Background: an optimization exercise with open tools, aiming at small area, a short achievable clock period and few clock cycles per item. Do not read the settings as production practice.
The RTL was checked by simulation tests, not by an equivalence proof against the original design.
Power figures rest on the tool's default switching activity, not on a simulated workload.

==> flow/design.v, too long to show whole: its modules and the start of the top module <==
// module fir_sop: 3765 lines
// module FA: 4 lines
// module HAN: 4 lines
// module fir_top: 54 lines
module fir_top (
    input         clk,
    input         rst,
    input         coef_we,
    input  [2:0]  coef_addr,
    input  [15:0] coef_data,
    input         x_valid,
    output        x_ready,
    input  [15:0] x_in,
    output        y_valid,
    output [31:0] y
);
  // ...
==> flow/run.sh <==
#!/bin/bash
# synth_recipe.tcl (not shown) runs the flow's synth.tcl, then flattens the netlist and writes it again
# the make line also repeats each setting of config.mk as NAME=value (left out here)
make -C /OpenROAD-flow-scripts/flow DESIGN_CONFIG=/design/flow/config.mk WORK_HOME=/design/flow/orfs CLKGATE_MAP_FILE= SYNTH_SCRIPT=/design/flow/synth_recipe.tcl finish
==> flow/config.mk <==
export PLATFORM = sky130hd
export DESIGN_NAME = fir_top
export DESIGN_NICKNAME = fir_top
export VERILOG_FILES = /design/flow/design.v
export SDC_FILE = /design/flow/constraint.sdc
export NUM_CORES = 4
export LEC_CHECK = 0
export CAP_MARGIN = 20
export CORE_MARGIN = 2
export CORE_UTILIZATION = 40
export SLEW_MARGIN = 20
export SYNTH_HIERARCHICAL = 1
export SYNTH_MINIMUM_KEEP_SIZE = 0
==> flow/constraint.sdc <==
create_clock -name core_clock -period 33.0 [get_ports {clk}]
set_input_delay 6.6000 -clock core_clock [delete_from_list [all_inputs] [get_ports {clk}]]
set_output_delay 6.6000 -clock core_clock [all_outputs]
set_load 0.01 [all_outputs]
==> reports/results.ini, run 1 <==
[synthesis]
postSynthAreaPerCell_sq_um = 10.4
synth-seq-area-share = 0.0984
syn-cell-area_sq_mm = 0.0395
yosysMostFrequentCell = nand2_1
muxShareOfSynthArea = 0.0406

[global_routing]
track_usage = 0.322
use_met1 = 0.373

[sta]
final_max_slew_viol_count = 0

[power_and_ir_drop]
comb-power_uw = 114
p_sw_uw = 217

[floorplanning]
rows = 115
core_sq_mm = 0.0981

[drt]
met2_length_mm = 70.0
antenna_left = 0

[placement]
gp_congestion = 1.00

[setup_path]
max_stage_delay_ns = 1.21
cp.arrival_ns = 9.05
r2r-start = x2[2]
worstPathBufferInverterCount = 1

[final_layout]
fin_area_sq_mm = 0.0421
area_delta_synth_final_pct = 6.65
top_register = y_r
drive_gt1_frac = 0.0533
multi_input_cells = 3064

[run_status]
status = timing/DRC/antenna clean

Testbench counts, summed over its fixed seeds: cycles 8,256, items 8,192.
==> module fir_top, before the edit <==
module fir_top (
    input         clk,
    input         rst,
    input         coef_we,
    input  [2:0]  coef_addr,
    input  [15:0] coef_data,
    input         x_valid,
    output        x_ready,
    input  [15:0] x_in,
    output        y_valid,
    output [31:0] y
);
wire take = x_valid & ~rst;
assign x_ready = 1'b1;
reg [15:0] h0, h1, h2, h3, h4;
reg [15:0] x0, x1, x2, x3, x4;
reg        v1, v2;
reg [31:0] y_r;
always @(posedge clk) begin
    if (rst) begin
        h0 <= 16'd0; h1 <= 16'd0; h2 <= 16'd0; h3 <= 16'd0; h4 <= 16'd0;
    end else if (coef_we) begin
        case (coef_addr)
            3'd0: h0 <= coef_data;
            3'd1: h1 <= coef_data;
            3'd2: h2 <= coef_data;
            3'd3: h3 <= coef_data;
            3'd4: h4 <= coef_data;
            default: ;
        endcase
    end
end
always @(posedge clk) begin
    if (rst) begin
        x0 <= 16'd0; x1 <= 16'd0; x2 <= 16'd0; x3 <= 16'd0; x4 <= 16'd0;
    end else if (x_valid) begin
        x0 <= x_in; x1 <= x0; x2 <= x1; x3 <= x2; x4 <= x3;
    end
end
always @(posedge clk) begin
    if (rst) begin
        v1 <= 1'b0;
        v2 <= 1'b0;
    end else begin
        v1 <= x_valid;
        v2 <= v1;
    end
end
wire [31:0] acc;
fir_sop SOP (.h0(h0), .h1(h1), .h2(h2), .h3(h3), .h4(h4), .x0(x0), .x1(x1), .x2(x2), .x3(x3), .x4(x4), .acc(acc));
always @(posedge clk) y_r <= acc;
assign y_valid = v2;
assign y = y_r;
endmodule
==> run 2, diff against run 1 <==
--- a/flow/design.v
+++ b/flow/design.v
@@ -1335,4 +1335,4 @@
 FA f24 (.a(pp2_10_5), .b(pp2_11_4), .ci(pp2_12_3), .s(f24_s), .co(f24_c));
-wire g0_s, g0_c;
-HAN g0 (.a(pp2_13_2), .b(pp2_14_1), .s(g0_s), .co(g0_c));
+wire ha0_s, ha0_c;
+HAN ha0 (.a(pp2_13_2), .b(pp2_14_1), .s(ha0_s), .co(ha0_c));
 wire f25_s, f25_c;
@@ -1361,4 +1361,4 @@
 FA f36 (.a(pp2_13_3), .b(pp2_14_2), .ci(pp2_15_1), .s(f36_s), .co(f36_c));
-wire g1_s, g1_c;
-HAN g1 (.a(pp2_1_15), .b(pp2_2_14), .s(g1_s), .co(g1_c));
+wire ha1_s, ha1_c;
+HAN ha1 (.a(pp2_1_15), .b(pp2_2_14), .s(ha1_s), .co(ha1_c));
 wire f37_s, f37_c;
@@ -1397,8 +1397,8 @@
 FA f53 (.a(pp0_10_9), .b(pp0_11_8), .ci(pp0_12_7), .s(f53_s), .co(f53_c));
-wire g2_s, g2_c;
-HAN g2 (.a(pp0_13_6), .b(pp0_14_5), .s(g2_s), .co(g2_c));
+wire ha2_s, ha2_c;
+HAN ha2 (.a(pp0_13_6), .b(pp0_14_5), .s(ha2_s), .co(ha2_c));
 wire f54_s, f54_c;
 FA f54 (.a(pp0_0_8), .b(pp0_1_7), .ci(pp0_2_6), .s(f54_s), .co(f54_c));
-wire g3_s, g3_c;
-HAN g3 (.a(pp0_3_5), .b(pp0_4_4), .s(g3_s), .co(g3_c));
+wire ha3_s, ha3_c;
+HAN ha3 (.a(pp0_3_5), .b(pp0_4_4), .s(ha3_s), .co(ha3_c));
 wire f55_s, f55_c;
@@ -1457,4 +1457,4 @@
 FA f81 (.a(pp3_0_11), .b(pp3_10_1), .ci(pp3_11_0), .s(f81_s), .co(f81_c));
-wire g4_s, g4_c;
-HAN g4 (.a(pp3_1_10), .b(pp3_2_9), .s(g4_s), .co(g4_c));
+wire ha4_s, ha4_c;
+HAN ha4 (.a(pp3_1_10), .b(pp3_2_9), .s(ha4_s), .co(ha4_c));
 wire f82_s, f82_c;
@@ -1493,4 +1493,4 @@
 FA f98 (.a(pp3_9_3), .b(pp4_0_12), .ci(pp4_10_2), .s(f98_s), .co(f98_c));
-wire g5_s, g5_c;
-HAN g5 (.a(pp4_11_1), .b(pp4_12_0), .s(g5_s), .co(g5_c));
+wire ha5_s, ha5_c;
+HAN ha5 (.a(pp4_11_1), .b(pp4_12_0), .s(ha5_s), .co(ha5_c));
 wire f99_s, f99_c;
@@ -1533,4 +1533,4 @@
 FA f117 (.a(pp4_6_7), .b(pp4_7_6), .ci(pp4_8_5), .s(f117_s), .co(f117_c));
-wire g6_s, g6_c;
-HAN g6 (.a(pp4_9_4), .b(f0_c), .s(g6_s), .co(g6_c));
+wire ha6_s, ha6_c;
+HAN ha6 (.a(pp4_9_4), .b(f0_c), .s(ha6_s), .co(ha6_c));
 wire f118_s, f118_c;
@@ -1575,4 +1575,4 @@
 FA f137 (.a(f12_s), .b(f5_s), .ci(f6_s), .s(f137_s), .co(f137_c));
-wire g7_s, g7_c;
-HAN g7 (.a(f7_s), .b(f8_s), .s(g7_s), .co(g7_c));
+wire ha7_s, ha7_c;
+HAN ha7 (.a(f7_s), .b(f8_s), .s(ha7_s), .co(ha7_c));
 wire f138_s, f138_c;
@@ -1606,3 +1606,3 @@
 wire f152_s, f152_c;
-FA f152 (.a(g0_s), .b(f10_c), .ci(f11_c), .s(f152_s), .co(f152_c));
+FA f152 (.a(ha0_s), .b(f10_c), .ci(f11_c), .s(f152_s), .co(f152_c));
 wire f153_s, f153_c;
@@ -1644,3 +1644,3 @@
 wire f171_s, f171_c;
-FA f171 (.a(pp4_9_7), .b(g0_c), .ci(g1_s), .s(f171_s), .co(f171_c));
+FA f171 (.a(pp4_9_7), .b(ha0_c), .ci(ha1_s), .s(f171_s), .co(f171_c));
 wire f172_s, f172_c;
@@ -1688,3 +1688,3 @@
 wire f193_s, f193_c;
-FA f193 (.a(pp4_9_8), .b(g1_c), .ci(f25_c), .s(f193_s), .co(f193_c));
+FA f193 (.a(pp4_9_8), .b(ha1_c), .ci(f25_c), .s(f193_s), .co(f193_c));
 wire f194_s, f194_c;
@@ -1782,3 +1782,3 @@
 wire f240_s, f240_c;
-FA f240 (.a(pp4_9_10), .b(g2_s), .ci(f47_c), .s(f240_s), .co(f240_c));
+FA f240 (.a(pp4_9_10), .b(ha2_s), .ci(f47_c), .s(f240_s), .co(f240_c));
 wire f241_s, f241_c;
@@ -1942,5 +1942,5 @@
 wire f320_s, f320_c;
-FA f320 (.a(pp4_8_1), .b(pp4_9_0), .ci(g3_c), .s(f320_s), .co(f320_c));
-wire g8_s, g8_c;
-HAN g8 (.a(f54_c), .b(f55_s), .s(g8_s), .co(g8_c));
+FA f320 (.a(pp4_8_1), .b(pp4_9_0), .ci(ha3_c), .s(f320_s), .co(f320_c));
+wire ha8_s, ha8_c;
+HAN ha8 (.a(f54_c), .b(f55_s), .s(ha8_s), .co(ha8_c));
 wire f321_s, f321_c;
@@ -1971,4 +1971,4 @@
 FA f333 (.a(f63_s), .b(f64_s), .ci(f65_s), .s(f333_s), .co(f333_c));
-wire g9_s, g9_c;
-HAN g9 (.a(f66_s), .b(f67_s), .s(g9_s), .co(g9_c));
+wire ha9_s, ha9_c;
+HAN ha9 (.a(f66_s), .b(f67_s), .s(ha9_s), .co(ha9_c));
 wire f334_s, f334_c;
@@ -1986,3 +1986,3 @@
 wire f340_s, f340_c;
-FA f340 (.a(pp4_9_2), .b(g4_s), .ci(f60_c), .s(f340_s), .co(f340_c));
+FA f340 (.a(pp4_9_2), .b(ha4_s), .ci(f60_c), .s(f340_s), .co(f340_c));
 wire f341_s, f341_c;
@@ -2008,3 +2008,3 @@
 wire f351_s, f351_c;
-FA f351 (.a(g4_c), .b(g5_s), .ci(f69_c), .s(f351_s), .co(f351_c));
+FA f351 (.a(ha4_c), .b(ha5_s), .ci(f69_c), .s(f351_s), .co(f351_c));
 wire f352_s, f352_c;
@@ -2030,3 +2030,3 @@
 wire f362_s, f362_c;
-FA f362 (.a(g5_c), .b(f82_c), .ci(f83_c), .s(f362_s), .co(f362_c));
+FA f362 (.a(ha5_c), .b(f82_c), .ci(f83_c), .s(f362_s), .co(f362_c));
 wire f363_s, f363_c;
@@ -2056,3 +2056,3 @@
 wire f375_s, f375_c;
-FA f375 (.a(f4_s), .b(f99_s), .ci(g6_s), .s(f375_s), .co(f375_c));
+FA f375 (.a(f4_s), .b(f99_s), .ci(ha6_s), .s(f375_s), .co(f375_c));
 wire f376_s, f376_c;
@@ -2082,3 +2082,3 @@
 wire f388_s, f388_c;
-FA f388 (.a(f9_s), .b(g6_c), .ci(g7_s), .s(f388_s), .co(f388_c));
+FA f388 (.a(f9_s), .b(ha6_c), .ci(ha7_s), .s(f388_s), .co(f388_c));
 wire f389_s, f389_c;
@@ -2106,3 +2106,3 @@
 wire f400_s, f400_c;
-FA f400 (.a(f151_s), .b(g7_c), .ci(f135_c), .s(f400_s), .co(f400_c));
+FA f400 (.a(f151_s), .b(ha7_c), .ci(f135_c), .s(f400_s), .co(f400_c));
 wire f401_s, f401_c;
@@ -2226,3 +2226,3 @@
 wire f460_s, f460_c;
-FA f460 (.a(pp4_9_11), .b(g2_c), .ci(f222_c), .s(f460_s), .co(f460_c));
+FA f460 (.a(pp4_9_11), .b(ha2_c), .ci(f222_c), .s(f460_s), .co(f460_c));
 wire f461_s, f461_c;
@@ -2379,4 +2379,4 @@
 FA f536 (.a(pp0_14_12), .b(pp0_15_11), .ci(pp1_11_15), .s(f536_s), .co(f536_c));
-wire g10_s, g10_c;
-HAN g10 (.a(pp0_0_3), .b(pp0_1_2), .s(g10_s), .co(g10_c));
+wire ha10_s, ha10_c;
+HAN ha10 (.a(pp0_0_3), .b(pp0_1_2), .s(ha10_s), .co(ha10_c));
 wire f537_s, f537_c;
@@ -2387,4 +2387,4 @@
 FA f539 (.a(pp1_1_3), .b(pp1_2_2), .ci(pp1_3_1), .s(f539_s), .co(f539_c));
-wire g11_s, g11_c;
-HAN g11 (.a(pp1_4_0), .b(pp2_0_4), .s(g11_s), .co(g11_c));
+wire ha11_s, ha11_c;
+HAN ha11 (.a(pp1_4_0), .b(pp2_0_4), .s(ha11_s), .co(ha11_c));
 wire f540_s, f540_c;
@@ -2401,4 +2401,4 @@
 FA f545 (.a(pp3_0_5), .b(pp3_1_4), .ci(pp3_2_3), .s(f545_s), .co(f545_c));
-wire g12_s, g12_c;
-HAN g12 (.a(pp3_3_2), .b(pp3_4_1), .s(g12_s), .co(g12_c));
+wire ha12_s, ha12_c;
+HAN ha12 (.a(pp3_3_2), .b(pp3_4_1), .s(ha12_s), .co(ha12_c));
 wire f546_s, f546_c;
@@ -2435,4 +2435,4 @@
 FA f561 (.a(f291_s), .b(f292_s), .ci(f293_s), .s(f561_s), .co(f561_c));
-wire g13_s, g13_c;
-HAN g13 (.a(f294_s), .b(f295_s), .s(g13_s), .co(g13_c));
+wire ha13_s, ha13_c;
+HAN ha13 (.a(f294_s), .b(f295_s), .s(ha13_s), .co(ha13_c));
 wire f562_s, f562_c;
@@ -2442,3 +2442,3 @@
 wire f564_s, f564_c;
-FA f564 (.a(pp4_8_0), .b(g3_s), .ci(f290_c), .s(f564_s), .co(f564_c));
+FA f564 (.a(pp4_8_0), .b(ha3_s), .ci(f290_c), .s(f564_s), .co(f564_c));
 wire f565_s, f565_c;
@@ -2472,3 +2472,3 @@
 wire f579_s, f579_c;
-FA f579 (.a(f58_s), .b(f59_s), .ci(g8_s), .s(f579_s), .co(f579_c));
+FA f579 (.a(f58_s), .b(f59_s), .ci(ha8_s), .s(f579_s), .co(f579_c));
 wire f580_s, f580_c;
@@ -2488,3 +2488,3 @@
 wire f587_s, f587_c;
-FA f587 (.a(f320_c), .b(g8_c), .ci(g9_s), .s(f587_s), .co(f587_c));
+FA f587 (.a(f320_c), .b(ha8_c), .ci(ha9_s), .s(f587_s), .co(f587_c));
 wire f588_s, f588_c;
@@ -2502,3 +2502,3 @@
 wire f594_s, f594_c;
-FA f594 (.a(g9_c), .b(f330_c), .ci(f331_c), .s(f594_s), .co(f594_c));
+FA f594 (.a(ha9_c), .b(f330_c), .ci(f331_c), .s(f594_s), .co(f594_c));
 wire f595_s, f595_c;
@@ -2801,4 +2801,4 @@
 FA f743 (.a(pp2_0_3), .b(pp2_1_2), .ci(pp2_2_1), .s(f743_s), .co(f743_c));
-wire g14_s, g14_c;
-HAN g14 (.a(pp2_3_0), .b(pp3_0_3), .s(g14_s), .co(g14_c));
+wire ha14_s, ha14_c;
+HAN ha14 (.a(pp2_3_0), .b(pp3_0_3), .s(ha14_s), .co(ha14_c));
 wire f744_s, f744_c;
@@ -2812,3 +2812,3 @@
 wire f748_s, f748_c;
-FA f748 (.a(pp4_3_1), .b(pp4_4_0), .ci(g10_c), .s(f748_s), .co(f748_c));
+FA f748 (.a(pp4_3_1), .b(pp4_4_0), .ci(ha10_c), .s(f748_s), .co(f748_c));
 wire f749_s, f749_c;
@@ -2818,3 +2818,3 @@
 wire f751_s, f751_c;
-FA f751 (.a(pp4_5_0), .b(g11_c), .ci(g12_s), .s(f751_s), .co(f751_c));
+FA f751 (.a(pp4_5_0), .b(ha11_c), .ci(ha12_s), .s(f751_s), .co(f751_c));
 wire f752_s, f752_c;
@@ -2823,6 +2823,6 @@
 FA f753 (.a(f285_s), .b(f540_s), .ci(f541_s), .s(f753_s), .co(f753_c));
-wire g15_s, g15_c;
-HAN g15 (.a(f542_s), .b(f543_s), .s(g15_s), .co(g15_c));
+wire ha15_s, ha15_c;
+HAN ha15 (.a(f542_s), .b(f543_s), .s(ha15_s), .co(ha15_c));
 wire f754_s, f754_c;
-FA f754 (.a(g12_c), .b(f540_c), .ci(f541_c), .s(f754_s), .co(f754_c));
+FA f754 (.a(ha12_c), .b(f540_c), .ci(f541_c), .s(f754_s), .co(f754_c));
 wire f755_s, f755_c;
@@ -2846,3 +2846,3 @@
 wire f764_s, f764_c;
-FA f764 (.a(f557_s), .b(f558_s), .ci(g13_s), .s(f764_s), .co(f764_c));
+FA f764 (.a(f557_s), .b(f558_s), .ci(ha13_s), .s(f764_s), .co(f764_c));
 wire f765_s, f765_c;
@@ -2854,3 +2854,3 @@
 wire f768_s, f768_c;
-FA f768 (.a(f562_s), .b(f563_s), .ci(g13_c), .s(f768_s), .co(f768_c));
+FA f768 (.a(f562_s), .b(f563_s), .ci(ha13_c), .s(f768_s), .co(f768_c));
 wire f769_s, f769_c;
@@ -3105,4 +3105,4 @@
 FA f893 (.a(pp1_15_14), .b(pp2_14_15), .ci(pp2_15_14), .s(f893_s), .co(f893_c));
-wire g16_s, g16_c;
-HAN g16 (.a(pp0_0_1), .b(pp0_1_0), .s(g16_s), .co(g16_c));
+wire ha16_s, ha16_c;
+HAN ha16 (.a(pp0_0_1), .b(pp0_1_0), .s(ha16_s), .co(ha16_c));
 wire f894_s, f894_c;
@@ -3111,4 +3111,4 @@
 FA f895 (.a(pp2_0_2), .b(pp2_1_1), .ci(pp2_2_0), .s(f895_s), .co(f895_c));
-wire g17_s, g17_c;
-HAN g17 (.a(pp3_0_2), .b(pp3_1_1), .s(g17_s), .co(g17_c));
+wire ha17_s, ha17_c;
+HAN ha17 (.a(pp3_0_2), .b(pp3_1_1), .s(ha17_s), .co(ha17_c));
 wire f896_s, f896_c;
@@ -3118,7 +3118,7 @@
 wire f898_s, f898_c;
-FA f898 (.a(pp4_3_0), .b(g10_s), .ci(g14_s), .s(f898_s), .co(f898_c));
-wire g18_s, g18_c;
-HAN g18 (.a(f740_c), .b(f741_s), .s(g18_s), .co(g18_c));
+FA f898 (.a(pp4_3_0), .b(ha10_s), .ci(ha14_s), .s(f898_s), .co(f898_c));
+wire ha18_s, ha18_c;
+HAN ha18 (.a(f740_c), .b(f741_s), .s(ha18_s), .co(ha18_c));
 wire f899_s, f899_c;
-FA f899 (.a(g11_s), .b(g14_c), .ci(f741_c), .s(f899_s), .co(f899_c));
+FA f899 (.a(ha11_s), .b(ha14_c), .ci(f741_c), .s(f899_s), .co(f899_c));
 wire f900_s, f900_c;
@@ -3136,3 +3136,3 @@
 wire f906_s, f906_c;
-FA f906 (.a(g15_s), .b(f751_s), .ci(f752_s), .s(f906_s), .co(f906_c));
+FA f906 (.a(ha15_s), .b(f751_s), .ci(f752_s), .s(f906_s), .co(f906_c));
 wire f907_s, f907_c;
@@ -3140,3 +3140,3 @@
 wire f908_s, f908_c;
-FA f908 (.a(g15_c), .b(f752_c), .ci(f553_s), .s(f908_s), .co(f908_c));
+FA f908 (.a(ha15_c), .b(f752_c), .ci(f553_s), .s(f908_s), .co(f908_c));
 wire f909_s, f909_c;
@@ -3333,4 +3333,4 @@
 FA f1004 (.a(pp1_0_1), .b(pp1_1_0), .ci(pp2_0_1), .s(f1004_s), .co(f1004_c));
-wire g19_s, g19_c;
-HAN g19 (.a(pp2_1_0), .b(pp3_0_1), .s(g19_s), .co(g19_c));
+wire ha19_s, ha19_c;
+HAN ha19 (.a(pp2_1_0), .b(pp3_0_1), .s(ha19_s), .co(ha19_c));
 wire f1005_s, f1005_c;
@@ -3338,7 +3338,7 @@
 wire f1006_s, f1006_c;
-FA f1006 (.a(pp4_2_0), .b(g16_c), .ci(g17_s), .s(f1006_s), .co(f1006_c));
-wire g20_s, g20_c;
-HAN g20 (.a(f740_s), .b(f894_s), .s(g20_s), .co(g20_c));
+FA f1006 (.a(pp4_2_0), .b(ha16_c), .ci(ha17_s), .s(f1006_s), .co(f1006_c));
+wire ha20_s, ha20_c;
+HAN ha20 (.a(f740_s), .b(f894_s), .s(ha20_s), .co(ha20_c));
 wire f1007_s, f1007_c;
-FA f1007 (.a(g17_c), .b(f894_c), .ci(f895_c), .s(f1007_s), .co(f1007_c));
+FA f1007 (.a(ha17_c), .b(f894_c), .ci(f895_c), .s(f1007_s), .co(f1007_c));
 wire f1008_s, f1008_c;
@@ -3346,3 +3346,3 @@
 wire f1009_s, f1009_c;
-FA f1009 (.a(f897_s), .b(g18_s), .ci(f898_s), .s(f1009_s), .co(f1009_c));
+FA f1009 (.a(f897_s), .b(ha18_s), .ci(f898_s), .s(f1009_s), .co(f1009_c));
 wire f1010_s, f1010_c;
@@ -3350,3 +3350,3 @@
 wire f1011_s, f1011_c;
-FA f1011 (.a(g18_c), .b(f748_s), .ci(f899_s), .s(f1011_s), .co(f1011_c));
+FA f1011 (.a(ha18_c), .b(f748_s), .ci(f899_s), .s(f1011_s), .co(f1011_c));
 wire f1012_s, f1012_c;
@@ -3509,14 +3509,14 @@
 FA f1090 (.a(f1000_c), .b(f1001_c), .ci(f1002_c), .s(f1090_s), .co(f1090_c));
-wire g21_s, g21_c;
-HAN g21 (.a(pp0_0_0), .b(pp1_0_0), .s(g21_s), .co(g21_c));
+wire ha21_s, ha21_c;
+HAN ha21 (.a(pp0_0_0), .b(pp1_0_0), .s(ha21_s), .co(ha21_c));
 wire f1091_s, f1091_c;
 FA f1091 (.a(pp3_1_0), .b(pp4_0_1), .ci(pp4_1_0), .s(f1091_s), .co(f1091_c));
-wire g22_s, g22_c;
-HAN g22 (.a(g16_s), .b(g19_s), .s(g22_s), .co(g22_c));
+wire ha22_s, ha22_c;
+HAN ha22 (.a(ha16_s), .b(ha19_s), .s(ha22_s), .co(ha22_c));
 wire f1092_s, f1092_c;
-FA f1092 (.a(g19_c), .b(f1004_c), .ci(f1005_s), .s(f1092_s), .co(f1092_c));
+FA f1092 (.a(ha19_c), .b(f1004_c), .ci(f1005_s), .s(f1092_s), .co(f1092_c));
 wire f1093_s, f1093_c;
-FA f1093 (.a(f895_s), .b(g20_s), .ci(f1006_s), .s(f1093_s), .co(f1093_c));
+FA f1093 (.a(f895_s), .b(ha20_s), .ci(f1006_s), .s(f1093_s), .co(f1093_c));
 wire f1094_s, f1094_c;
-FA f1094 (.a(f1005_c), .b(f1006_c), .ci(g20_c), .s(f1094_s), .co(f1094_c));
+FA f1094 (.a(f1005_c), .b(f1006_c), .ci(ha20_c), .s(f1094_s), .co(f1094_c));
 wire f1095_s, f1095_c;
@@ -3633,8 +3633,8 @@
 FA f1150 (.a(f1003_c), .b(f1088_c), .ci(f1089_c), .s(f1150_s), .co(f1150_c));
-wire g23_s, g23_c;
-HAN g23 (.a(pp2_0_0), .b(pp3_0_0), .s(g23_s), .co(g23_c));
+wire ha23_s, ha23_c;
+HAN ha23 (.a(pp2_0_0), .b(pp3_0_0), .s(ha23_s), .co(ha23_c));
 wire f1151_s, f1151_c;
-FA f1151 (.a(g21_c), .b(f1004_s), .ci(f1091_s), .s(f1151_s), .co(f1151_c));
+FA f1151 (.a(ha21_c), .b(f1004_s), .ci(f1091_s), .s(f1151_s), .co(f1151_c));
 wire f1152_s, f1152_c;
-FA f1152 (.a(f1091_c), .b(g22_c), .ci(f1092_s), .s(f1152_s), .co(f1152_c));
+FA f1152 (.a(f1091_c), .b(ha22_c), .ci(f1092_s), .s(f1152_s), .co(f1152_c));
 wire f1153_s, f1153_c;
@@ -3697,6 +3697,6 @@
 FA f1181 (.a(f1150_s), .b(f1090_c), .ci(f1148_c), .s(f1181_s), .co(f1181_c));
-wire g24_s, g24_c;
-HAN g24 (.a(pp4_0_0), .b(g21_s), .s(g24_s), .co(g24_c));
+wire ha24_s, ha24_c;
+HAN ha24 (.a(pp4_0_0), .b(ha21_s), .s(ha24_s), .co(ha24_c));
 wire f1182_s, f1182_c;
-FA f1182 (.a(g23_c), .b(g22_s), .ci(f1151_s), .s(f1182_s), .co(f1182_c));
+FA f1182 (.a(ha23_c), .b(ha22_s), .ci(f1151_s), .s(f1182_s), .co(f1182_c));
 wire f1183_s, f1183_c;
@@ -3761,5 +3761,206 @@
 FA f1212 (.a(f1149_c), .b(f1181_s), .ci(f1180_c), .s(f1212_s), .co(f1212_c));
-wire [31:0] ra = {~f1211_c, ~f1210_c, ~f1209_c, ~f1208_c, ~f1207_c, ~f1206_c, ~f1205_c, ~f1204_c, ~f1203_c, ~f1202_c, ~f1201_c, ~f1200_c, ~f1199_c, ~f1198_c, ~f1197_c, ~f1196_c, ~f1195_c, ~f1194_c, ~f1193_c, ~f1192_c, ~f1191_c, ~f1190_c, ~f1189_c, ~f1188_c, ~f1187_c, ~f1186_c, ~f1185_c, ~f1184_c, ~f1183_c, ~f1182_c, ~g24_c, ~g24_s};
-wire [31:0] rb = {~f1212_s, ~f1211_s, ~f1210_s, ~f1209_s, ~f1208_s, ~f1207_s, ~f1206_s, ~f1205_s, ~f1204_s, ~f1203_s, ~f1202_s, ~f1201_s, ~f1200_s, ~f1199_s, ~f1198_s, ~f1197_s, ~f1196_s, ~f1195_s, ~f1194_s, ~f1193_s, ~f1192_s, ~f1191_s, ~f1190_s, ~f1189_s, ~f1188_s, ~f1187_s, ~f1186_s, ~f1185_s, ~f1184_s, ~f1183_s, ~f1182_s, ~g23_s};
-assign acc = ra + rb;
+wire r0_s, r0_c;
+FA r0 (.a(ha23_s), .b(ha24_s), .ci(1'b1), .s(r0_s), .co(r0_c));
+assign acc[0] = ~r0_s;
+wire r1_s, r1_c;
+FA r1 (.a(ha24_c), .b(f1182_s), .ci(r0_c), .s(r1_s), .co(r1_c));
+assign acc[1] = ~r1_s;
+wire r2_s, r2_c;
+FA r2 (.a(f1182_c), .b(f1183_s), .ci(r1_c), .s(r2_s), .co(r2_c));
+assign acc[2] = ~r2_s;
+wire r3_s, r3_c;
+FA r3 (.a(f1183_c), .b(f1184_s), .ci(r2_c), .s(r3_s), .co(r3_c));
+assign acc[3] = ~r3_s;
+wire r4_s, r4_c;
+FA r4 (.a(f1184_c), .b(f1185_s), .ci(r3_c), .s(r4_s), .co(r4_c));
+assign acc[4] = ~r4_s;
+wire r5_s, r5_c;
+FA r5 (.a(f1185_c), .b(f1186_s), .ci(r4_c), .s(r5_s), .co(r5_c));
+assign acc[5] = ~r5_s;
+wire r6_s, r6_c;
+FA r6 (.a(f1186_c), .b(f1187_s), .ci(r5_c), .s(r6_s), .co(r6_c));
+assign acc[6] = ~r6_s;
+wire r7_s, r7_c;
+FA r7 (.a(f1187_c), .b(f1188_s), .ci(r6_c), .s(r7_s), .co(r7_c));
+assign acc[7] = ~r7_s;
+wire g8, p8;
+PG pg8 (.a(f1188_c), .b(f1189_s), .g(g8), .p(p8));
+wire g9, p9;
+PG pg9 (.a(f1189_c), .b(f1190_s), .g(g9), .p(p9));
+wire g10, p10;
+PG pg10 (.a(f1190_c), .b(f1191_s), .g(g10), .p(p10));
+wire g11, p11;
+PG pg11 (.a(f1191_c), .b(f1192_s), .g(g11), .p(p11));
+wire g12, p12;
+PG pg12 (.a(f1192_c), .b(f1193_s), .g(g12), .p(p12));
+wire g13, p13;
+PG pg13 (.a(f1193_c), .b(f1194_s), .g(g13), .p(p13));
+wire g14, p14;
+PG pg14 (.a(f1194_c), .b(f1195_s), .g(g14), .p(p14));
+wire g15, p15;
+PG pg15 (.a(f1195_c), .b(f1196_s), .g(g15), .p(p15));
+wire g16, p16;
+PG pg16 (.a(f1196_c), .b(f1197_s), .g(g16), .p(p16));
+wire g17, p17;
+PG pg17 (.a(f1197_c), .b(f1198_s), .g(g17), .p(p17));
+wire g18, p18;
+PG pg18 (.a(f1198_c), .b(f1199_s), .g(g18), .p(p18));
+wire g19, p19;
+PG pg19 (.a(f1199_c), .b(f1200_s), .g(g19), .p(p19));
+wire g20, p20;
+PG pg20 (.a(f1200_c), .b(f1201_s), .g(g20), .p(p20));
+wire g21, p21;
+PG pg21 (.a(f1201_c), .b(f1202_s), .g(g21), .p(p21));
+wire g22, p22;
+PG pg22 (.a(f1202_c), .b(f1203_s), .g(g22), .p(p22));
+wire g23, p23;
+PG pg23 (.a(f1203_c), .b(f1204_s), .g(g23), .p(p23));
+wire g24, p24;
+PG pg24 (.a(f1205_s), .b(f1204_c), .g(g24), .p(p24));
+wire g25, p25;
+PG pg25 (.a(f1205_c), .b(f1206_s), .g(g25), .p(p25));
+wire g26, p26;
+PG pg26 (.a(f1206_c), .b(f1207_s), .g(g26), .p(p26));
+wire g27, p27;
+PG pg27 (.a(f1207_c), .b(f1208_s), .g(g27), .p(p27));
+wire g28, p28;
+PG pg28 (.a(f1208_c), .b(f1209_s), .g(g28), .p(p28));
+wire g29, p29;
+PG pg29 (.a(f1210_s), .b(f1209_c), .g(g29), .p(p29));
+wire g30, p30;
+PG pg30 (.a(f1210_c), .b(f1211_s), .g(g30), .p(p30));
+wire g31, p31;
+PG pg31 (.a(f1212_s), .b(f1211_c), .g(g31), .p(p31));
+wire k1_1_g;
+GRY k1_1 (.gh(g8), .ph(p8), .gl(r7_c), .g(k1_1_g));
+wire k1_3_g, k1_3_p;
+BLK k1_3 (.gh(g10), .ph(p10), .gl(g9), .pl(p9), .g(k1_3_g), .p(k1_3_p));
+wire k1_5_g, k1_5_p;
+BLK k1_5 (.gh(g12), .ph(p12), .gl(g11), .pl(p11), .g(k1_5_g), .p(k1_5_p));
+wire k1_7_g, k1_7_p;
+BLK k1_7 (.gh(g14), .ph(p14), .gl(g13), .pl(p13), .g(k1_7_g), .p(k1_7_p));
+wire k1_9_g, k1_9_p;
+BLK k1_9 (.gh(g16), .ph(p16), .gl(g15), .pl(p15), .g(k1_9_g), .p(k1_9_p));
+wire k1_11_g, k1_11_p;
+BLK k1_11 (.gh(g18), .ph(p18), .gl(g17), .pl(p17), .g(k1_11_g), .p(k1_11_p));
+wire k1_13_g, k1_13_p;
+BLK k1_13 (.gh(g20), .ph(p20), .gl(g19), .pl(p19), .g(k1_13_g), .p(k1_13_p));
+wire k1_15_g, k1_15_p;
+BLK k1_15 (.gh(g22), .ph(p22), .gl(g21), .pl(p21), .g(k1_15_g), .p(k1_15_p));
+wire k1_17_g, k1_17_p;
+BLK k1_17 (.gh(g24), .ph(p24), .gl(g23), .pl(p23), .g(k1_17_g), .p(k1_17_p));
+wire k1_19_g, k1_19_p;
+BLK k1_19 (.gh(g26), .ph(p26), .gl(g25), .pl(p25), .g(k1_19_g), .p(k1_19_p));
+wire k1_21_g, k1_21_p;
+BLK k1_21 (.gh(g28), .ph(p28), .gl(g27), .pl(p27), .g(k1_21_g), .p(k1_21_p));
+wire k1_23_g, k1_23_p;
+BLK k1_23 (.gh(g30), .ph(p30), .gl(g29), .pl(p29), .g(k1_23_g), .p(k1_23_p));
+wire k2_2_g;
+GRY k2_2 (.gh(g9), .ph(p9), .gl(k1_1_g), .g(k2_2_g));
+wire k2_3_g;
+GRY k2_3 (.gh(k1_3_g), .ph(k1_3_p), .gl(k1_1_g), .g(k2_3_g));
+wire k2_6_g, k2_6_p;
+BLK k2_6 (.gh(g13), .ph(p13), .gl(k1_5_g), .pl(k1_5_p), .g(k2_6_g), .p(k2_6_p));
+wire k2_7_g, k2_7_p;
+BLK k2_7 (.gh(k1_7_g), .ph(k1_7_p), .gl(k1_5_g), .pl(k1_5_p), .g(k2_7_g), .p(k2_7_p));
+wire k2_10_g, k2_10_p;
+BLK k2_10 (.gh(g17), .ph(p17), .gl(k1_9_g), .pl(k1_9_p), .g(k2_10_g), .p(k2_10_p));
+wire k2_11_g, k2_11_p;
+BLK k2_11 (.gh(k1_11_g), .ph(k1_11_p), .gl(k1_9_g), .pl(k1_9_p), .g(k2_11_g), .p(k2_11_p));
+wire k2_14_g, k2_14_p;
+BLK k2_14 (.gh(g21), .ph(p21), .gl(k1_13_g), .pl(k1_13_p), .g(k2_14_g), .p(k2_14_p));
+wire k2_15_g, k2_15_p;
+BLK k2_15 (.gh(k1_15_g), .ph(k1_15_p), .gl(k1_13_g), .pl(k1_13_p), .g(k2_15_g), .p(k2_15_p));
+wire k2_18_g, k2_18_p;
+BLK k2_18 (.gh(g25), .ph(p25), .gl(k1_17_g), .pl(k1_17_p), .g(k2_18_g), .p(k2_18_p));
+wire k2_19_g, k2_19_p;
+BLK k2_19 (.gh(k1_19_g), .ph(k1_19_p), .gl(k1_17_g), .pl(k1_17_p), .g(k2_19_g), .p(k2_19_p));
+wire k2_22_g, k2_22_p;
+BLK k2_22 (.gh(g29), .ph(p29), .gl(k1_21_g), .pl(k1_21_p), .g(k2_22_g), .p(k2_22_p));
+wire k2_23_g, k2_23_p;
+BLK k2_23 (.gh(k1_23_g), .ph(k1_23_p), .gl(k1_21_g), .pl(k1_21_p), .g(k2_23_g), .p(k2_23_p));
+wire k4_4_g;
+GRY k4_4 (.gh(g11), .ph(p11), .gl(k2_3_g), .g(k4_4_g));
+wire k4_5_g;
+GRY k4_5 (.gh(k1_5_g), .ph(k1_5_p), .gl(k2_3_g), .g(k4_5_g));
+wire k4_6_g;
+GRY k4_6 (.gh(k2_6_g), .ph(k2_6_p), .gl(k2_3_g), .g(k4_6_g));
+wire k4_7_g;
+GRY k4_7 (.gh(k2_7_g), .ph(k2_7_p), .gl(k2_3_g), .g(k4_7_g));
+wire k4_12_g, k4_12_p;
+BLK k4_12 (.gh(g19), .ph(p19), .gl(k2_11_g), .pl(k2_11_p), .g(k4_12_g), .p(k4_12_p));
+wire k4_13_g, k4_13_p;
+BLK k4_13 (.gh(k1_13_g), .ph(k1_13_p), .gl(k2_11_g), .pl(k2_11_p), .g(k4_13_g), .p(k4_13_p));
+wire k4_14_g, k4_14_p;
+BLK k4_14 (.gh(k2_14_g), .ph(k2_14_p), .gl(k2_11_g), .pl(k2_11_p), .g(k4_14_g), .p(k4_14_p));
+wire k4_15_g, k4_15_p;
+BLK k4_15 (.gh(k2_15_g), .ph(k2_15_p), .gl(k2_11_g), .pl(k2_11_p), .g(k4_15_g), .p(k4_15_p));
+wire k4_20_g, k4_20_p;
+BLK k4_20 (.gh(g27), .ph(p27), .gl(k2_19_g), .pl(k2_19_p), .g(k4_20_g), .p(k4_20_p));
+wire k4_21_g, k4_21_p;
+BLK k4_21 (.gh(k1_21_g), .ph(k1_21_p), .gl(k2_19_g), .pl(k2_19_p), .g(k4_21_g), .p(k4_21_p));
+wire k4_22_g, k4_22_p;
+BLK k4_22 (.gh(k2_22_g), .ph(k2_22_p), .gl(k2_19_g), .pl(k2_19_p), .g(k4_22_g), .p(k4_22_p));
+wire k4_23_g, k4_23_p;
+BLK k4_23 (.gh(k2_23_g), .ph(k2_23_p), .gl(k2_19_g), .pl(k2_19_p), .g(k4_23_g), .p(k4_23_p));
+wire k8_8_g;
+GRY k8_8 (.gh(g15), .ph(p15), .gl(k4_7_g), .g(k8_8_g));
+wire k8_9_g;
+GRY k8_9 (.gh(k1_9_g), .ph(k1_9_p), .gl(k4_7_g), .g(k8_9_g));
+wire k8_10_g;
+GRY k8_10 (.gh(k2_10_g), .ph(k2_10_p), .gl(k4_7_g), .g(k8_10_g));
+wire k8_11_g;
+GRY k8_11 (.gh(k2_11_g), .ph(k2_11_p), .gl(k4_7_g), .g(k8_11_g));
+wire k8_12_g;
+GRY k8_12 (.gh(k4_12_g), .ph(k4_12_p), .gl(k4_7_g), .g(k8_12_g));
+wire k8_13_g;
+GRY k8_13 (.gh(k4_13_g), .ph(k4_13_p), .gl(k4_7_g), .g(k8_13_g));
+wire k8_14_g;
+GRY k8_14 (.gh(k4_14_g), .ph(k4_14_p), .gl(k4_7_g), .g(k8_14_g));
+wire k8_15_g;
+GRY k8_15 (.gh(k4_15_g), .ph(k4_15_p), .gl(k4_7_g), .g(k8_15_g));
+wire k8_24_g, k8_24_p;
+BLK k8_24 (.gh(g31), .ph(p31), .gl(k4_23_g), .pl(k4_23_p), .g(k8_24_g), .p(k8_24_p));
+wire k16_16_g;
+GRY k16_16 (.gh(g23), .ph(p23), .gl(k8_15_g), .g(k16_16_g));
+wire k16_17_g;
+GRY k16_17 (.gh(k1_17_g), .ph(k1_17_p), .gl(k8_15_g), .g(k16_17_g));
+wire k16_18_g;
+GRY k16_18 (.gh(k2_18_g), .ph(k2_18_p), .gl(k8_15_g), .g(k16_18_g));
+wire k16_19_g;
+GRY k16_19 (.gh(k2_19_g), .ph(k2_19_p), .gl(k8_15_g), .g(k16_19_g));
+wire k16_20_g;
+GRY k16_20 (.gh(k4_20_g), .ph(k4_20_p), .gl(k8_15_g), .g(k16_20_g));
+wire k16_21_g;
+GRY k16_21 (.gh(k4_21_g), .ph(k4_21_p), .gl(k8_15_g), .g(k16_21_g));
+wire k16_22_g;
+GRY k16_22 (.gh(k4_22_g), .ph(k4_22_p), .gl(k8_15_g), .g(k16_22_g));
+wire k16_23_g;
+GRY k16_23 (.gh(k4_23_g), .ph(k4_23_p), .gl(k8_15_g), .g(k16_23_g));
+wire k16_24_g;
+GRY k16_24 (.gh(k8_24_g), .ph(k8_24_p), .gl(k8_15_g), .g(k16_24_g));
+assign acc[8] = ~(p8 ^ r7_c);
+assign acc[9] = ~(p9 ^ k1_1_g);
+assign acc[10] = ~(p10 ^ k2_2_g);
+assign acc[11] = ~(p11 ^ k2_3_g);
+assign acc[12] = ~(p12 ^ k4_4_g);
+assign acc[13] = ~(p13 ^ k4_5_g);
+assign acc[14] = ~(p14 ^ k4_6_g);
+assign acc[15] = ~(p15 ^ k4_7_g);
+assign acc[16] = ~(p16 ^ k8_8_g);
+assign acc[17] = ~(p17 ^ k8_9_g);
+assign acc[18] = ~(p18 ^ k8_10_g);
+assign acc[19] = ~(p19 ^ k8_11_g);
+assign acc[20] = ~(p20 ^ k8_12_g);
+assign acc[21] = ~(p21 ^ k8_13_g);
+assign acc[22] = ~(p22 ^ k8_14_g);
+assign acc[23] = ~(p23 ^ k8_15_g);
+assign acc[24] = ~(p24 ^ k16_16_g);
+assign acc[25] = ~(p25 ^ k16_17_g);
+assign acc[26] = ~(p26 ^ k16_18_g);
+assign acc[27] = ~(p27 ^ k16_19_g);
+assign acc[28] = ~(p28 ^ k16_20_g);
+assign acc[29] = ~(p29 ^ k16_21_g);
+assign acc[30] = ~(p30 ^ k16_22_g);
+assign acc[31] = ~(p31 ^ k16_23_g);
 endmodule
@@ -3773,2 +3974,13 @@
 endmodule
+module PG (input a, b, output g, p);
+assign g = a & b;
+assign p = a ^ b;
+endmodule
+module BLK (input gh, ph, gl, pl, output g, p);
+assign g = gh | (ph & gl);
+assign p = ph & pl;
+endmodule
+module GRY (input gh, ph, gl, output g);
+assign g = gh | (ph & gl);
+endmodule
 `timescale 1ns / 1ps
@@ -3786,3 +3998,2 @@
 );
-wire take = x_valid & ~rst;
 assign x_ready = 1'b1;
@@ -3790,32 +4001,23 @@
 reg [15:0] x0, x1, x2, x3, x4;
-reg        v1, v2;
+reg        rst_q, v1, v2;
 reg [31:0] y_r;
+wire we = coef_we & ~rst;
 always @(posedge clk) begin
-    if (rst) begin
-        h0 <= 16'd0; h1 <= 16'd0; h2 <= 16'd0; h3 <= 16'd0; h4 <= 16'd0;
-    end else if (coef_we) begin
-        case (coef_addr)
-            3'd0: h0 <= coef_data;
-            3'd1: h1 <= coef_data;
-            3'd2: h2 <= coef_data;
-            3'd3: h3 <= coef_data;
-            3'd4: h4 <= coef_data;
-            default: ;
-        endcase
-    end
+    rst_q <= rst;
+    v1 <= x_valid & ~rst;
+    v2 <= v1 & ~rst;
 end
 always @(posedge clk) begin
-    if (rst) begin
-        x0 <= 16'd0; x1 <= 16'd0; x2 <= 16'd0; x3 <= 16'd0; x4 <= 16'd0;
-    end else if (x_valid) begin
-        x0 <= x_in; x1 <= x0; x2 <= x1; x3 <= x2; x4 <= x3;
-    end
+    if (we && coef_addr == 3'd0) h0 <= coef_data; else if (rst_q) h0 <= 16'd0;
+    if (we && coef_addr == 3'd1) h1 <= coef_data; else if (rst_q) h1 <= 16'd0;
+    if (we && coef_addr == 3'd2) h2 <= coef_data; else if (rst_q) h2 <= 16'd0;
+    if (we && coef_addr == 3'd3) h3 <= coef_data; else if (rst_q) h3 <= 16'd0;
+    if (we && coef_addr == 3'd4) h4 <= coef_data; else if (rst_q) h4 <= 16'd0;
 end
 always @(posedge clk) begin
-    if (rst) begin
-        v1 <= 1'b0;
-        v2 <= 1'b0;
-    end else begin
-        v1 <= x_valid;
-        v2 <= v1;
+    x0 <= x_in;
+    if (rst_q) begin
+        x1 <= 16'd0; x2 <= 16'd0; x3 <= 16'd0; x4 <= 16'd0;
+    end else if (v1) begin
+        x1 <= x0; x2 <= x1; x3 <= x2; x4 <= x3;
     end
@@ -3823,3 +4025,4 @@
 wire [31:0] acc;
-fir_sop SOP (.h0(h0), .h1(h1), .h2(h2), .h3(h3), .h4(h4), .x0(x0), .x1(x1), .x2(x2), .x3(x3), .x4(x4), .acc(acc));
+fir_sop SOP (.h0(h0), .h1(h1), .h2(h2), .h3(h3), .h4(h4),
+             .x0(x0), .x1(x1), .x2(x2), .x3(x3), .x4(x4), .acc(acc));
 always @(posedge clk) y_r <= acc;
==> flow/flow/run.sh (new file) <==
#!/bin/bash
set -euo pipefail
MARGIN=${REPAIR_MARGIN:-25}
bash standard.sh \
  "BUFFER_PORTS_ARGS=-buffer_cell sky130_fd_sc_hd__buf_2" \
  "SETUP_SLACK_MARGIN=$MARGIN" \
  finish > standard_flow.log 2>&1
==> flow/standard.sh (new file) <==
#!/bin/bash
# synth_recipe.tcl (not shown) runs the flow's synth.tcl, then flattens the netlist and writes it again
# the make line also repeats each setting of config.mk as NAME=value (left out here)
make -C /OpenROAD-flow-scripts/flow DESIGN_CONFIG=/design/flow/config.mk WORK_HOME=/design/flow/orfs CLKGATE_MAP_FILE= SYNTH_SCRIPT=/design/flow/synth_recipe.tcl "${@:-finish}"
removed: flow/run.sh
==> reports/results.ini, run 2 <==
[floorplanning]
io_pins = 73  ; unchanged
initial_utilization = 0.405  ; was 0.402
dieArea_sq_mm = 0.104  ; was 0.101 sq mm
rows = 116  ; was 115
dieHeight_um = 323  ; was 318 um
die_w_um = 323  ; was 318 um
core_sq_mm = 0.100  ; was 0.0981 sq mm

[power_and_ir_drop]
p_sw_uw = 212  ; was 217 uW
switching_share = 0.340  ; was 0.357
power_uw = 622  ; was 607 uW
seqPwrFrac = 0.445  ; was 0.418
peakVddDrop_mv = 0.0369  ; was 0.0307 mV
power_frac_comb = 0.180  ; was 0.188
p_int_uw = 410  ; was 390 uW
clkPwrFrac = 0.374  ; was 0.394
powerDensity_mw_per_mm2 = 15.2  ; was 14.4 mW/mm^2
p_leak_nw = 7.59  ; was 8.82 nW

[drt]
drt_iter0_drc = 3196  ; was 3643
vias = 27800  ; was 29700
wl_mm = 146  ; was 158 mm
vias_per_cell = 5.80  ; was 5.99
antenna_left = 0  ; unchanged
wire_per_inst_um = 30.5  ; was 31.8 um
first_pass_iters = 5  ; was 6
drc = 0  ; unchanged

[setup_path]
reg2reg_slack_ns = 25.21  ; was 24.38 ns
cp.required_ns = 33.43  ; about the same
worstPathBufferInverterCount = 0  ; was 1
critical_path.max_fanout = 16  ; was 18
max_stage_delay_ns = 1.08  ; was 1.21 ns
path_common_cell = fa_1  ; unchanged
cp-end-kind = register  ; unchanged
cp.arrival_ns = 8.23  ; was 9.05 ns
cp_slowest_cell = edfxtp_1  ; was dfxtp_1
critPathTopFamily = adder cells  ; unchanged
path_cells = nand2_1 -> fa_1 -> fa_1 -> fa_1 -> fa_1 -> fa_1 -> fa_1 -> fa_1 -> fa_1 -> fa_1 -> fa_1 -> ha_1 -> and2_1 -> a21o_1 -> a21o_1 -> a21o_1 -> a21o_1 -> xnor2_1  ; was nand2_1 -> fa_1 -> fa_1 -> fa_1 -> fa_1 -> fa_1 -> fa_1 -> fa_1 -> fa_1 -> fa_1 -> fa_1 -> inv_1 -> ha_1 -> a21o_1 -> or4_4 -> a2111oi_4 -> o31ai_2 -> a21oi_2 -> o21ai_2 -> xor2_1
start_kind = register  ; unchanged
path_class = register to register  ; unchanged

[synthesis]
async_flop_share = 0  ; unchanged
yosysWarnings = 7  ; unchanged
yosysMostFrequentCell = nand2_1  ; unchanged
synth.distinct_cells = 29  ; was 51
ys_ff_latch = 195  ; was 194
synthTopCellsByCount = 1256 x nand2_1, 1221 x fa_1, 162 x buf_6  ; was 1291 x nand2_1, 1214 x fa_1, 311 x clkbuf_1
synth-seq-area-share = 0.116  ; was 0.0984
syn_nets = 4864  ; was 5099
syn_inst = 3555  ; was 3790
synth.largest_area_cell = fa_1  ; unchanged
synth_edf_count = 80  ; was 0
ys.flop_type = dfxtp_1  ; unchanged
syn-cell-area_sq_mm = 0.0406  ; was 0.0395 sq mm
synth.area.top_cells = fa_1 60%, nand2_1 12%, edfxtp_1 5.9%  ; was fa_1 62%, nand2_1 12%, dfxtp_1 9.8%
postSynthAreaPerCell_sq_um = 11.4  ; was 10.4 sq um
synth_top_area_frac = 0.602  ; was 0.616

[final_layout]
top_register = y_r  ; unchanged
area_delta_synth_final_pct = 1.14  ; was 6.65%
nFillCells = 9593  ; was 9366
mostFrequentLayoutCells = 1256 x nand2_1, 1221 x fa_1, 123 x buf_4, 112 x dfxtp_1, 110 x inv_1  ; was 1291 x nand2_1, 1214 x fa_1, 189 x dfxtp_1, 169 x inv_1, 160 x mux2i_1
drive_gt1_frac = 0.0831  ; was 0.0533
nets = 4727  ; was 4970
fin_cells = 4789  ; was 4966
largest_reg_flops = 32  ; unchanged
layout_commonest_cell = nand2_1  ; unchanged

[worst_hold_path]
hold_path.class = register to register  ; unchanged

[cts]
clkLatencyLatePin_ns = 0.53  ; was 0.54 ns
cts_tree = built  ; unchanged
cts_max_level = 4  ; unchanged
clock-sinks = 195  ; was 194
cts_buffer_depth = 2  ; unchanged
clk_pin_slew_ns = 0.10  ; about the same
cts_root_buf = clkbuf_16  ; unchanged
holdBufCountCts = 0  ; unchanged
cts_buffers = 17  ; unchanged

[placement]
io_buffers = 71  ; unchanged
gp_congestion = 1.00  ; about the same
place_ws_ns = 24.77  ; was 24.44 ns
hpwl_mm = 107  ; was 113 mm
place_inst = 4750  ; was 4929

[run]
drv_cap = 0  ; unchanged

[global_routing]
grt_pass1_vias = 30800  ; was 32900
grt_max_degree = 70  ; was 120
grt_pass1_wl_mm = 213  ; was 229 mm
grt-ovfl-total = 0  ; unchanged
antenna_found_initial = 1  ; was 0
track_usage = 0.292  ; was 0.322

[sta]
fmax_mhz = 128  ; was 116 MHz
rsz0062_at_grt = false  ; unchanged
postLayoutSetupSlackWorst_ns = 25.21  ; was 24.38 ns
min_period_ns = 7.79  ; was 8.63 ns
skew_ns = 0.0300  ; was 0.0249 ns
tightest_slew_ns = 1.36  ; was 1.32 ns
fin_crit_sh = 0.236  ; was 0.261
holdWs_ns = 0.500  ; was 0.452 ns
hold_viol = 0  ; unchanged
final_max_slew_viol_count = 0  ; unchanged
setup_viol = 0  ; unchanged
finalSetupTns_ns = 0  ; unchanged
max_slew_margin = 0.0936  ; was 0.120

[run_status]
status = timing/DRC/antenna clean  ; unchanged

==> run 2: cell types whose count changed in the layout (fill, tap and decap cells not counted), moves of 69 or more <==
cell             delta
nand2b_1           -98
mux2i_1            -96
edfxtp_1           +80
dfxtp_1            -77
buf_2              +71
clkdlybuf4s50_1    -69
==> run 2: per-layer routing <==
metal  wire length, um  vias to the layer above  GRT usage
met4             12000                        4      0.196
li1                  -                    10300          -
met5                65                        -          0
met3             19500                      642      0.101
met2             63400                     2294      0.431
met1             51000                    14600      0.361
==> run 2: cell type report <==
cell class                      count  area [sq um]  share of cell area
Inverter                          110           413              0.0101
Clock inverter                     14           178             0.00433
Sequential cell                   195          4710               0.115
Multi-Input combinational cell   2897         32300               0.786
Tap cell                         1357          1700              0.0413
Timing Repair Buffer              197          1340              0.0326
Clock buffer                       18           429              0.0105
Antenna cell                        1          2.50           0.0000609
==> run 2: kinds of logic (layout without fill, tap and decap cells) <==
family / Yosys count / after routing / share of synthesized area
and+or+nand+nor: 1480 / 1480 / 0.146
AOI/OAI and AO/OA: 57 / 57 / 0.0107
adders and majority gates: 1270 / 1270 / 0.617
muxes: 64 / 64 / 0.0158
xor gates and xnor gates: 24 / 24 / 0.00518
buffers and inverters: 463 / 339 / 0.0887
DFF: 195 / 195 / 0.116
other: 2 / 3 / 0.000185
==> run 2: worst reg2reg max path: cells and delay by family (launching register included) <==
kind	cells	cell delay [ns]
fa+ha+maj	11	5.17
flops	1	1.08
compound gates	4	0.95
xor+xnor	1	0.12
simple gates	2	0.39
==> run 2: Yosys stat by module, one instance, submodules excluded <==
module	cells	copies in the design
fir_sop	1633	1
fir_top	471	1
HAN	5	25
FA	1	1221
BLK	2	29
PG	1	24
GRY	1	23
==> run 2: final timing paths <==
kind,from,end,depth (start not counted)
worst max-delay path,h0[9],y_r[31],18
worst min-delay path,x4[15],x4[15],2
worst max register to register,h0[9],y_r[31],18
worst min register to register,x4[15],x4[15],2
==> run 2: timing repair <==
action                                  4_1_cts  5_1_grt
setup buffers                                 0        6
resized for setup                             0        1
hold endpoints to repair                      0        0
endpoints found under the setup margin        0        8
==> run 2: through the flow <==
| step | utilization | instance area, sq um |
|---|---|---|
| final | 0.409 | 41100 |
| after global routing | 0.409 | 41100 |
| after CTS | 0.409 | 41000 |
| after detailed placement | 0.403 | 40400 |
| after global placement | 0.403 | 40400 |
| after floorplan | - | 40600 |
==> run 2: power by group through the flow <==
stage / Combinational [mW] / Clock [mW] / Sequential [mW]
6_report: 0.112 / 0.233 / 0.277
2_1_floorplan: 0.0764 / 0 / 0.274
4_1_cts: 0.112 / 0.237 / 0.277
3_5_place_dp: 0.112 / 0 / 0.283
3_3_place_gp: 0.110 / 0 / 0.283
5_1_grt: 0.121 / 0.245 / 0.278
Testbench counts of run 2, summed over its fixed seeds: cycles 8,256, items 8,192.
==> run 3, diff against run 2 <==
==> flow/run.sh (new file) <==
#!/bin/bash
# synth_recipe.tcl (not shown) runs the flow's synth.tcl, then flattens the netlist and writes it again
# the make line also repeats each setting of config.mk as NAME=value (left out here)
make -C /OpenROAD-flow-scripts/flow DESIGN_CONFIG=/design/flow/config.mk WORK_HOME=/design/flow/orfs CLKGATE_MAP_FILE= SYNTH_SCRIPT=/design/flow/synth_recipe.tcl finish
removed: flow/flow/run.sh
removed: flow/standard.sh
==> reports/results.ini, run 3 <==
[power_and_ir_drop]
p_leak_nw = 7.58  ; was 7.59 nW
powerDensity_mw_per_mm2 = 15.1  ; was 15.2 mW/mm^2
peakVddDrop_mv = 0.0364  ; was 0.0369 mV
power_uw = 624  ; was 622 uW

[cts]
clock-sinks = 195  ; unchanged
cts_resized = 0  ; unchanged
cts_root_buf = clkbuf_16  ; unchanged
cts_buffer_depth = 2  ; unchanged
clk_pin_slew_ns = 0.09  ; was 0.10 ns
clkLatencyLatePin_ns = 0.54  ; was 0.53 ns
cts_buffers = 17  ; unchanged
cts_tree = built  ; unchanged
cts_max_level = 4  ; unchanged
post_cts_buffers = 0  ; unchanged
holdBufCountCts = 0  ; unchanged

[synthesis]
syn_nets = 4864  ; unchanged
async_flop_share = 0  ; unchanged
ys_ff_latch = 195  ; unchanged
yosysWarnings = 7  ; unchanged
syn-cell-area_sq_mm = 0.0406  ; unchanged
yosysMostFrequentCell = nand2_1  ; unchanged
postSynthAreaPerCell_sq_um = 11.4  ; unchanged
synth.distinct_cells = 29  ; unchanged
synth-seq-area-share = 0.116  ; unchanged
synth_edf_count = 80  ; unchanged
synth_top_area_frac = 0.602  ; unchanged
ys.flop_type = dfxtp_1  ; unchanged
synth.area.top_cells = fa_1 60%, nand2_1 12%, edfxtp_1 5.9%  ; unchanged
synthTopCellsByCount = 1256 x nand2_1, 1221 x fa_1, 162 x buf_6  ; unchanged
synth.largest_area_cell = fa_1  ; unchanged
syn_inst = 3555  ; unchanged

[final_layout]
insertedDiodeCount = 0  ; was 1
nets = 4735  ; was 4727
utilization = 0.413  ; was 0.409
fin_cells = 4796  ; was 4789
layout_commonest_cell = nand2_1  ; unchanged
area_delta_synth_final_pct = 2.05  ; was 1.14%
top_register = y_r  ; unchanged
drive_gt1_frac = 0.0651  ; was 0.0831
mostFrequentLayoutCells = 1256 x nand2_1, 1221 x fa_1, 134 x buf_4, 112 x dfxtp_1, 110 x inv_1  ; was 1256 x nand2_1, 1221 x fa_1, 123 x buf_4, 112 x dfxtp_1, 110 x inv_1
largest_reg_flops = 32  ; unchanged

[floorplanning]
rows = 116  ; unchanged
io_pins = 73  ; unchanged
dieHeight_um = 323  ; unchanged
dieArea_sq_mm = 0.104  ; unchanged
die_w_um = 323  ; unchanged
core_sq_mm = 0.100  ; unchanged
initial_utilization = 0.405  ; unchanged

[drt]
first_pass_iters = 8  ; was 5
top_layer = met5  ; unchanged
wl_mm = 145  ; was 146 mm
met2_length_mm = 62.9  ; was 63.4 mm
wire_per_inst_um = 30.2  ; was 30.5 um
wl_met3_mm = 19.8  ; was 19.5 mm
drt_iter0_drc = 2821  ; was 3196
drc = 0  ; unchanged
met1_length_mm = 48.7  ; was 51.0 mm
vias_per_cell = 5.78  ; was 5.80
vias = 27700  ; was 27800
antenna_left = 0  ; unchanged

[setup_path]
r2r-start = x0[8]  ; was h0[9]
cp.required_ns = 33.16  ; was 33.43 ns
worstPathBufferInverterCount = 1  ; was 0
max_stage_delay_ns = 0.91  ; was 1.08 ns
path_class = input port to register  ; was register to register
cp-startpoint = coef_we  ; was h0[9]
path_cells = clkdlybuf4s50_1 -> nor2b_1 -> a41o_1  ; was nand2_1 -> fa_1 -> fa_1 -> fa_1 -> fa_1 -> fa_1 -> fa_1 -> fa_1 -> fa_1 -> fa_1 -> fa_1 -> ha_1 -> and2_1 -> a21o_1 -> a21o_1 -> a21o_1 -> a21o_1 -> xnor2_1
critPathTopFamily = buffers and inverters  ; was adder cells
cp_slowest_cell = clkdlybuf4s50_1  ; was edfxtp_1
start_kind = input port  ; was register
cp.arrival_ns = 8.60  ; was 8.23 ns
critical_path.max_fanout = 18  ; was 16
cp-end-kind = register  ; unchanged

[run]
drv_cap = 0  ; unchanged

[placement]
place_inst = 4764  ; was 4750
hpwl_mm = 107  ; about the same
io_buffers = 71  ; unchanged
gp_congestion = 1.00  ; about the same

[sta]
skew_ns = 0.0346  ; was 0.0300 ns
final_max_slew_viol_count = 0  ; unchanged
max_slew_margin = 0.128  ; was 0.0936
fmax_mhz = 118  ; was 128 MHz
hold_viol = 0  ; unchanged
fin_crit_sh = 0.256  ; was 0.236
holdWs_ns = 0.515  ; was 0.500 ns
tightest_slew_ns = 1.31  ; was 1.36 ns
finalSetupTns_ns = 0  ; unchanged
rsz0062_at_grt = false  ; unchanged
setup_viol = 0  ; unchanged
min_period_ns = 8.45  ; was 7.79 ns

[global_routing]
grt_pass1_vias = 30900  ; was 30800
antenna_found_initial = 0  ; was 1
grt_max_degree = 49  ; was 70
track_usage = 0.290  ; was 0.292
grt_pass1_wl_mm = 212  ; was 213 mm
grt-ovfl-total = 0  ; unchanged

[worst_hold_path]
hp-start = x1[8]  ; was x4[15]
hold_path.class = register to register  ; unchanged

[run_status]
status = timing/DRC/antenna clean  ; unchanged

==> run 3: path summary, 6_finish.rpt <==
| kind | end | slack, ns | cells past startpoint |
|---|---|---|---|
| max | h1[9] | 24.55 | 3 |
| min reg2reg | x2[8] | 0.52 | 2 |
| max reg2reg | y_r[30] | 25.11 | 18 |
| min | x2[8] | 0.52 | 2 |
==> run 3: per-module statistics from Yosys (local to each module, per instance) <==
module / cell area [sq um] / cells / flops+latches
BLK: 13.8 / 2 / 0
FA: 20.0 / 1 / 0
GRY: 7.51 / 1 / 0
HAN: 27.5 / 5 / 0
PG: 12.5 / 1 / 0
fir_sop: 8220 / 1633 / 0
fir_top: 6380 / 471 / 195
==> run 3: kinds of logic (layout without fill, tap and decap cells) <==
family,after synthesis,in the layout,share of synthesized area
XOR/XNOR,24,24,0.00518
adder cells (fa/ha/maj),1270,1270,0.617
AND/OR/NAND/NOR,1480,1480,0.146
multiplexers,64,64,0.0158
buffers and inverters,463,347,0.0887
AO/OA/AOI/OAI,57,57,0.0107
other,2,2,0.000185
flip-flops,195,195,0.116
==> run 3: cell type report <==
class,instances,area (sq um)
Fill cell,9543,58900
Multi-Input combinational cell,2897,32300
Sequential cell,195,4710
Timing Repair Buffer,205,1720
Tap cell,1357,1700
Clock buffer,17,425
Inverter,110,413
Clock inverter,15,174
==> run 3: through the flow <==
| step | setup WS [ns] | cell area [sq um] |
|---|---|---|
| 6_report | 24.55 | 41400 |
| 5_1_grt | 24.45 | 41400 |
| 4_1_cts | 24.61 | 41400 |
| 3_5_place_dp | 24.04 | 40800 |
| 3_3_place_gp | 24.14 | 40800 |
| 2_1_floorplan | 25.04 | 40600 |
==> run 3: report_power, final <==
part | internal (mW) | switching (mW)
clock | 0.102 | 0.124
sequential | 0.261 | 0.0121
combinational | 0.0502 | 0.0751
==> run 3: routing by layer <==
| metal | GRT usage | up-vias |
|---|---|---|
| li1 | - | 10300 |
| met3 | 0.0983 | 697 |
| met2 | 0.432 | 2291 |
| met1 | 0.351 | 14400 |
| met5 | 0.00556 | - |
| met4 | 0.212 | 2 |
==> run 3: worst register-to-register path, stage by stage (launching register included) <==
cell	delay, ns
dfxtp_1	1.16
nand2_1	0.19
fa_1	0.54
fa_1	0.48
fa_1	0.50
fa_1	0.45
fa_1	0.57
fa_1	0.59
fa_1	0.45
fa_1	0.39
fa_1	0.54
fa_1	0.43
ha_1	0.35
and2_1	0.17
and2_1	0.16
and2_1	0.15
a21o_1	0.33
a21o_1	0.24
xnor2_1	0.16

## afterwards: timing with drivers on the ports
Ports are ideal in the flow. The routed layouts listed here were re-timed in OpenROAD.
Step 1 sets driving cells, clkbuf_16 on the clock port and buf_2 on the other inputs (assumed; they add their load-dependent delay and slew).
Step 2, shift: input delay + t, output delay - t, t = (earliest + latest rising clock arrival at the registers) / 2. This alone moves slack from input paths to output paths.
Three values: ideal, step 1, step 2; two values: the first two.
run | t, ns | setup WS [ns] | clock arrival spread, ns | slew at the worst register clock pin (ns) | cell pins on the clock port's net
run 1 | 0.600 | 24.375 / 24.375 / 24.375 | 0.031 / 0.030 | 0.10 / 0.10 | 1
run 2 | 0.587 | 25.207 / 25.207 / 24.764 | 0.030 / 0.030 | 0.10 / 0.10 | 1
run 3 | 0.593 | 24.553 / 24.601 / 24.008 | 0.035 / 0.035 | 0.10 / 0.10 | 1
After both steps every run listed still meets setup and hold. For run 3, which loses most, drivers alone change the setup slack by +0.048 ns; drivers and shift together by -0.545 ns.
